Context: an optimization exercise on an open-source flow, tuned for small area. The choices shown serve that exercise and are no tape-out recipe. The RTL was checked by simulation tests, not by an equivalence proof against the original design. Power is estimated from default activity; no workload was simulated.

== middle ==
// datapath_legv8
module datapath_legv8(
	input [4:0] DA, SA, SB, FS,
	input W_reg, W_ram, c_out, B_sel, B_en, ram_en, alu_en, D_en, clk, rst,
	input [63:0] k,
	input [7:0] addr,
	output [3:0] stat,
	output [63:0] f,
	output [15:0] r0, r1, r2, r3, r4, r5, r6, r7,
	output [7:0] ram_addr,
	output ram_we,
	output [63:0] ram_wdata,
	input [63:0] ram_rdata
	);
For scale: roughly 8000 cells after synthesis.
==> module regfile_32x64, before the edit <==
module regfile_32x64(
	output [63:0] rdA,
	output [63:0] rdB,
	input [4:0] raA,
	input [4:0] raB,
	input w,
	input [63:0] wd,
	input [4:0] wa,
	input rst,
	input clk,
	output [127:0] low);
	reg [30:0] valid;
	reg [63:0] R [0:30];
	wire [30:0] we0, we1, wen0, wen1, sA0, sA1, sB0, sB1;
	dec_we dw (wa, w, we0, we1, wen0, wen1);
	dec_rd da (raA, valid, sA0, sA1);
	dec_rd db (raB, valid, sB0, sB1);
	genvar i, b;
	generate
		for (i = 0; i < 31; i = i + 1) begin : g
			wire [63:0] nx;
			for (b = 0; b < 64; b = b + 1) begin : m
				if (b < 32) begin : l
					ao22 u (we0[i], wd[b], wen0[i], R[i][b], nx[b]);
				end else begin : h
					ao22 u (we1[i], wd[b], wen1[i], R[i][b], nx[b]);
				end
			end
			always @(posedge clk)
				R[i] <= nx;
			always @(posedge clk or posedge rst)
				if (rst) valid[i] <= 1'b0;
				else if (we0[i]) valid[i] <= 1'b1;
		end
		for (i = 0; i < 8; i = i + 1) begin : t
			for (b = 0; b < 16; b = b + 1) begin : tb
				and2g u (valid[i], R[i][b], low[16*i + b]);
			end
		end
		for (b = 0; b < 64; b = b + 1) begin : rb
			wire [30:0] col;
			for (i = 0; i < 31; i = i + 1) begin : c
				assign col[i] = R[i][b];
			end
			if (b < 32) begin : l
				rdbit ma (sA0, col, rdA[b]);
				rdbit mb (sB0, col, rdB[b]);
			end else begin : h
				rdbit ma (sA1, col, rdA[b]);
				rdbit mb (sB1, col, rdB[b]);
			end
		end
	endgenerate
endmodule
==> module dec_we, before the edit <==
module dec_we(input [4:0] i, input w, output [30:0] o0, o1, on0, on1);
	wire [3:0] lo = {i[1] & i[0], i[1] & ~i[0], ~i[1] & i[0], ~i[1] & ~i[0]};
	wire [7:0] hi;
	genvar j;
	generate
		for (j = 0; j < 8; j = j + 1) begin : h
			assign hi[j] = w & (i[4:2] == j);
		end
		for (j = 0; j < 31; j = j + 1) begin : d
			wire n;
			nand2g u (lo[j % 4], hi[j / 4], n);
			invg v0 (n, o0[j]);
			invg v1 (n, o1[j]);
			wire p;
			and2g x (lo[j % 4], hi[j / 4], p);
			invg w0 (p, on0[j]);
			invg w1 (p, on1[j]);
		end
	endgenerate
endmodule
clock: 14.0 ns
lec_check: 0
cap_margin: 5
core_margin: 2
core_utilization: 55
gpl_timing_driven: 1
setup_slack_margin: 0.1
slew_margin: 5
synth_hierarchical: 1
standard.sh (not shown) runs the stock make flow with config.mk's settings and CLKGATE_MAP_FILE= SYNTH_SCRIPT=/design/flow/synth_recipe.tcl, a recipe that flattens the netlist after the stock synthesis.
==> flow/flow/run.sh <==
#!/bin/bash
# Layout flow: the standard ORFS flow (standard.sh, standard synthesis),
# with these changes to how the layout is made:
#  - ports are buffered with buf_1 instead of the default delay-cell buffer;
#  - repair_design (3_4) may use buffers up to buf_4 only (flow/pre_resize.tcl);
#  - timing-driven global placement keeps none of its trial buffering
#    (GPL_KEEP_OVERFLOW=0): it only steers the placement;
#  - the flow estimates wire capacitance 30% higher than the platform's
#    setRC.tcl (flow/setRC_pess.tcl), to match the extracted parasitics;
#  - CTS uses clkbuf_8 with sinks clustered 16 per 50 um and no dummy loads.
# Each ORFS step writes its own log under orfs/logs; make's output goes to
# make_finish.log here.
set -euo pipefail
here=$(pwd)
export BUFFER_PORTS_ARGS="-buffer_cell sky130_fd_sc_hd__buf_1"
export GPL_KEEP_OVERFLOW=0
export LAYER_PARASITICS_FILE="$here/flow/setRC_pess.tcl"
export PRE_RESIZE_TCL="$here/flow/pre_resize.tcl"
export CTS_ARGS="-sink_clustering_enable -repair_clock_nets -dont_use_dummy_load -buf_list sky130_fd_sc_hd__clkbuf_8 -sink_clustering_size 16 -sink_clustering_max_diameter 50"
bash standard.sh > make_finish.log 2>&1
Other scripts of this flow, unchanged in this note and not shown: flow/flow/pre_resize.tcl, flow/flow/setRC_pess.tcl
## Diff of input files: north against middle
diff --git a/flow/design.v b/flow/design.v
--- a/flow/design.v
+++ b/flow/design.v
@@ -60,27 +60,21 @@
 	input rst,
 	input clk,
 	output [127:0] low);
 	reg [30:0] valid;
 	reg [63:0] R [0:30];
-	wire [30:0] we0, we1, wen0, wen1, sA0, sA1, sB0, sB1;
-	dec_we dw (wa, w, we0, we1, wen0, wen1);
+	wire [30:0] we0, we1, sA0, sA1, sB0, sB1;
+	dec_we dw (wa, w, we0, we1);
 	dec_rd da (raA, valid, sA0, sA1);
 	dec_rd db (raB, valid, sB0, sB1);
 	genvar i, b;
 	generate
 		for (i = 0; i < 31; i = i + 1) begin : g
-			wire [63:0] nx;
-			for (b = 0; b < 64; b = b + 1) begin : m
-				if (b < 32) begin : l
-					ao22 u (we0[i], wd[b], wen0[i], R[i][b], nx[b]);
-				end else begin : h
-					ao22 u (we1[i], wd[b], wen1[i], R[i][b], nx[b]);
-				end
-			end
 			always @(posedge clk)
-				R[i] <= nx;
+				if (we0[i]) R[i][31:0] <= wd[31:0];
+			always @(posedge clk)
+				if (we1[i]) R[i][63:32] <= wd[63:32];
 			always @(posedge clk or posedge rst)
 				if (rst) valid[i] <= 1'b0;
 				else if (we0[i]) valid[i] <= 1'b1;
 		end
 		for (i = 0; i < 8; i = i + 1) begin : t
@@ -101,11 +95,11 @@
 				rdbit mb (sB1, col, rdB[b]);
 			end
 		end
 	endgenerate
 endmodule
-module dec_we(input [4:0] i, input w, output [30:0] o0, o1, on0, on1);
+module dec_we(input [4:0] i, input w, output [30:0] o0, o1);
 	wire [3:0] lo = {i[1] & i[0], i[1] & ~i[0], ~i[1] & i[0], ~i[1] & ~i[0]};
 	wire [7:0] hi;
 	genvar j;
 	generate
 		for (j = 0; j < 8; j = j + 1) begin : h
@@ -114,14 +108,10 @@
 		for (j = 0; j < 31; j = j + 1) begin : d
 			wire n;
 			nand2g u (lo[j % 4], hi[j / 4], n);
 			invg v0 (n, o0[j]);
 			invg v1 (n, o1[j]);
-			wire p;
-			and2g x (lo[j % 4], hi[j / 4], p);
-			invg w0 (p, on0[j]);
-			invg w1 (p, on1[j]);
 		end
 	endgenerate
 endmodule
 module dec_rd(input [4:0] i, input [30:0] v, output [30:0] o0, o1);
 	wire [3:0] lo = {i[1] & i[0], i[1] & ~i[0], ~i[1] & i[0], ~i[1] & ~i[0]};
==> run notes <==
Against middle, CTS buffer count in north fell slightly. Relative to middle, north improves wire length of the first global-routing pass. Cmp north vs middle: sequential power lower in north. Taking middle over north, the power ratio works out to 1.18. Part of the total power dissipated in the clock network delta for north relative to middle: 3.0 points higher. From middle to north the numbers moved as follows: final-layout clock buffer total shows a reduction of 0.58%, global-route usage decreased 5.4 points. First-iteration DRC count: north vs middle down 7109.

========
Setup of trial 23:
datapath_legv8, a different RTL version from the one above (not shown whole).
Size in the first run: ~440 I/O pins, about 88000 um^2 of cells after synthesis.
==> module regfile_32x64, before the edit <==
module regfile_32x64(
	output [63:0] rdA,
	output [63:0] rdB,
	input [4:0] raA,
	input [4:0] raB,
	input w,
	input [63:0] wd,
	input [4:0] wa,
	input rst,
	input clk,
	output [127:0] low);
	reg [30:0] valid;
	reg [63:0] R [0:30];
	wire [30:0] we0, we1, wen0, wen1, sA0, sA1, sB0, sB1;
	dec_we dw (wa, w, we0, we1, wen0, wen1);
	dec_rd da (raA, valid, sA0, sA1);
	dec_rd db (raB, valid, sB0, sB1);
	genvar i, b;
	generate
		for (i = 0; i < 31; i = i + 1) begin : g
			wire [63:0] nx;
			for (b = 0; b < 64; b = b + 1) begin : m
				if (b < 32) begin : l
					ao22 u (we0[i], wd[b], wen0[i], R[i][b], nx[b]);
				end else begin : h
					ao22 u (we1[i], wd[b], wen1[i], R[i][b], nx[b]);
				end
			end
			if (i < 8) begin : rl
				always @(posedge clk or posedge rst)
					if (rst) R[i][15:0] <= 16'b0;
					else R[i][15:0] <= nx[15:0];
				always @(posedge clk)
					R[i][63:16] <= nx[63:16];
			end else begin : rh
				always @(posedge clk)
					R[i] <= nx;
			end
			always @(posedge clk or posedge rst)
				if (rst) valid[i] <= 1'b0;
				else if (we0[i]) valid[i] <= 1'b1;
		end
		for (i = 0; i < 8; i = i + 1) begin : t
			assign low[16*i +: 16] = R[i][15:0];
		end
		for (b = 0; b < 64; b = b + 1) begin : rb
			wire [30:0] col;
			for (i = 0; i < 31; i = i + 1) begin : c
				assign col[i] = R[i][b];
			end
			if (b < 32) begin : l
				rdbit ma (sA0, col, rdA[b]);
				rdbit mb (sB0, col, rdB[b]);
			end else begin : h
				rdbit ma (sA1, col, rdA[b]);
				rdbit mb (sB1, col, rdB[b]);
			end
		end
	endgenerate
endmodule
==> module dec_we, before the edit <==
module dec_we(input [4:0] i, input w, output [30:0] o0, o1, on0, on1);
	wire [3:0] lo = {i[1] & i[0], i[1] & ~i[0], ~i[1] & i[0], ~i[1] & ~i[0]};
	wire [7:0] hi;
	genvar j;
	generate
		for (j = 0; j < 8; j = j + 1) begin : h
			assign hi[j] = w & (i[4:2] == j);
		end
		for (j = 0; j < 31; j = j + 1) begin : d
			and2g v0 (lo[j % 4], hi[j / 4], o0[j]);
			and2g v1 (lo[j % 4], hi[j / 4], o1[j]);
			nand2g w0 (lo[j % 4], hi[j / 4], on0[j]);
			nand2g w1 (lo[j % 4], hi[j / 4], on1[j]);
		end
	endgenerate
endmodule
Settings: LEC_CHECK=0, CAP_MARGIN=5, CORE_MARGIN=2, CORE_UTILIZATION=55, GPL_TIMING_DRIVEN=1, SETUP_SLACK_MARGIN=0.1, SLEW_MARGIN=5, SYNTH_HIERARCHICAL=1; clock period 14.0 ns.
==> flow/flow/run.sh <==
#!/bin/bash
# Layout flow: the standard ORFS flow (standard.sh, standard synthesis),
# with these changes to how the layout is made:
#  - ports are buffered with buf_1 instead of the default delay-cell buffer;
#  - repair_design (3_4) may use buffers up to buf_4 only (flow/pre_resize.tcl);
#  - timing-driven global placement keeps none of its trial buffering
#    (GPL_KEEP_OVERFLOW=0): it only steers the placement;
#  - the flow estimates wire capacitance 15% higher than the platform's
#    setRC.tcl (flow/setRC_pess.tcl), to match the extracted parasitics;
#  - CTS uses clkbuf_8 with sinks clustered 16 per 50 um and no dummy loads.
# Each ORFS step writes its own log under orfs/logs; make's output goes to
# make_finish.log here.
set -euo pipefail
here=$(pwd)
export BUFFER_PORTS_ARGS="-buffer_cell sky130_fd_sc_hd__buf_1"
export GPL_KEEP_OVERFLOW=0
export LAYER_PARASITICS_FILE="$here/flow/setRC_pess.tcl"
export PRE_RESIZE_TCL="$here/flow/pre_resize.tcl"
export CTS_ARGS="-sink_clustering_enable -repair_clock_nets -dont_use_dummy_load -buf_list sky130_fd_sc_hd__clkbuf_8 -sink_clustering_size 16 -sink_clustering_max_diameter 50"
bash standard.sh > make_finish.log 2>&1
Other scripts of this flow, unchanged in this note and not shown: flow/flow/pre_resize.tcl, flow/flow/setRC_pess.tcl
--- input diff trial 23..build 46 ---
diff --git a/flow/design.v b/flow/design.v
--- a/flow/design.v
+++ b/flow/design.v
@@ -62,37 +62,25 @@
 	output [127:0] low);
 	reg [30:0] valid;
 	reg [63:0] R [0:30];
-	wire [30:0] we0, we1, wen0, wen1, sA0, sA1, sB0, sB1;
-	dec_we dw (wa, w, we0, we1, wen0, wen1);
+	wire [30:0] we0, we1, sA0, sA1, sB0, sB1;
+	dec_we dw (wa, w, we0, we1);
 	dec_rd da (raA, valid, sA0, sA1);
 	dec_rd db (raB, valid, sB0, sB1);
 	genvar i, b;
 	generate
 		for (i = 0; i < 31; i = i + 1) begin : g
-			wire [63:0] nx;
-			for (b = 0; b < 64; b = b + 1) begin : m
-				if (b < 32) begin : l
-					ao22 u (we0[i], wd[b], wen0[i], R[i][b], nx[b]);
-				end else begin : h
-					ao22 u (we1[i], wd[b], wen1[i], R[i][b], nx[b]);
-				end
-			end
-			if (i < 8) begin : rl
-				always @(posedge clk or posedge rst)
-					if (rst) R[i][15:0] <= 16'b0;
-					else R[i][15:0] <= nx[15:0];
-				always @(posedge clk)
-					R[i][63:16] <= nx[63:16];
-			end else begin : rh
-				always @(posedge clk)
-					R[i] <= nx;
-			end
+			always @(posedge clk)
+				if (we0[i]) R[i][31:0] <= wd[31:0];
+			always @(posedge clk)
+				if (we1[i]) R[i][63:32] <= wd[63:32];
 			always @(posedge clk or posedge rst)
 				if (rst) valid[i] <= 1'b0;
 				else if (we0[i]) valid[i] <= 1'b1;
 		end
 		for (i = 0; i < 8; i = i + 1) begin : t
-			assign low[16*i +: 16] = R[i][15:0];
+			for (b = 0; b < 16; b = b + 1) begin : tb
+				and2g u (valid[i], R[i][b], low[16*i + b]);
+			end
 		end
 		for (b = 0; b < 64; b = b + 1) begin : rb
 			wire [30:0] col;
@@ -109,7 +97,7 @@
 		end
 	endgenerate
 endmodule
-module dec_we(input [4:0] i, input w, output [30:0] o0, o1, on0, on1);
+module dec_we(input [4:0] i, input w, output [30:0] o0, o1);
 	wire [3:0] lo = {i[1] & i[0], i[1] & ~i[0], ~i[1] & i[0], ~i[1] & ~i[0]};
 	wire [7:0] hi;
 	genvar j;
@@ -118,10 +106,10 @@
 			assign hi[j] = w & (i[4:2] == j);
 		end
 		for (j = 0; j < 31; j = j + 1) begin : d
-			and2g v0 (lo[j % 4], hi[j / 4], o0[j]);
-			and2g v1 (lo[j % 4], hi[j / 4], o1[j]);
-			nand2g w0 (lo[j % 4], hi[j / 4], on0[j]);
-			nand2g w1 (lo[j % 4], hi[j / 4], on1[j]);
+			wire n;
+			nand2g u (lo[j % 4], hi[j / 4], n);
+			invg v0 (n, o0[j]);
+			invg v1 (n, o1[j]);
 		end
 	endgenerate
 endmodule
==> run notes <==
- Compared with trial 23, in build 46 number of vias after detailed routing dropped about 22%; highest net fanout along the worst path climbed 2; wire length dropped 16%; worst supply voltage drop on vdd dropped 16%; quantity of gates resized following cts dropped 9.
- Every stage of the flow completed for build 46, and the final layout passed the timing, DRC and antenna checks.
- Diff trial 23 -> build 46: worst hold slack has decreased, met2 track demand over resource in global routing has decreased, clock net sink count has remained practically unchanged.
- Comparing build 46 and trial 23, the lower power density over the cells is on build 46.
- a22o_1 as the most frequent standard cell in the layout excluding fill and tap cells was reported by trial 23, and edfxtp_1 by build 46.
- multi-input combinational cells as the top cell class by occupied area was reported by trial 23, and flip-flops and latches by build 46.
- Power | build 46 below trial 23
- Against trial 23, build 46 reports a count of inverters not on the clock network in the layout that is higher.

==> static timing again, ports no longer ideal <==
In the flow no input, the clock included, has a driving cell. The finished layouts below were timed again as built, in two steps.
Step 1 (the two cells are an assumption about what drives the block):
set clk [get_ports {clk}]
set_driving_cell -lib_cell sky130_fd_sc_hd__clkbuf_16 $clk
set_driving_cell -lib_cell sky130_fd_sc_hd__buf_2 [delete_from_list [all_inputs] $clk]
Step 2 times the ports against the registers' clock, not the clock port: input delays grow and output delays shrink by t, the midpoint of the rising clock arrivals with the driver on.
Slacks: no drivers / after step 1 / after step 2; pairs: no drivers / after step 1.
run | t (ns) | setup slack, ns | worst slew at a driven data input, ns
middle | 1.065 | 0.741 / 0.556 / 0.556 | 0.23
north | 1.034 | 0.745 / 0.584 / 0.584 | 0.22
trial 23 | 1.111 | 0.337 / 0.132 / 0.132 | 0.25
build 46 | 1.041 | 0.228 / 0.054 / 0.054 | 0.21
After both steps setup and hold are still met in every run listed. The setup slack of trial 23, which loses most, moves by -0.205 ns with the drivers and by -0.205 ns with both steps.
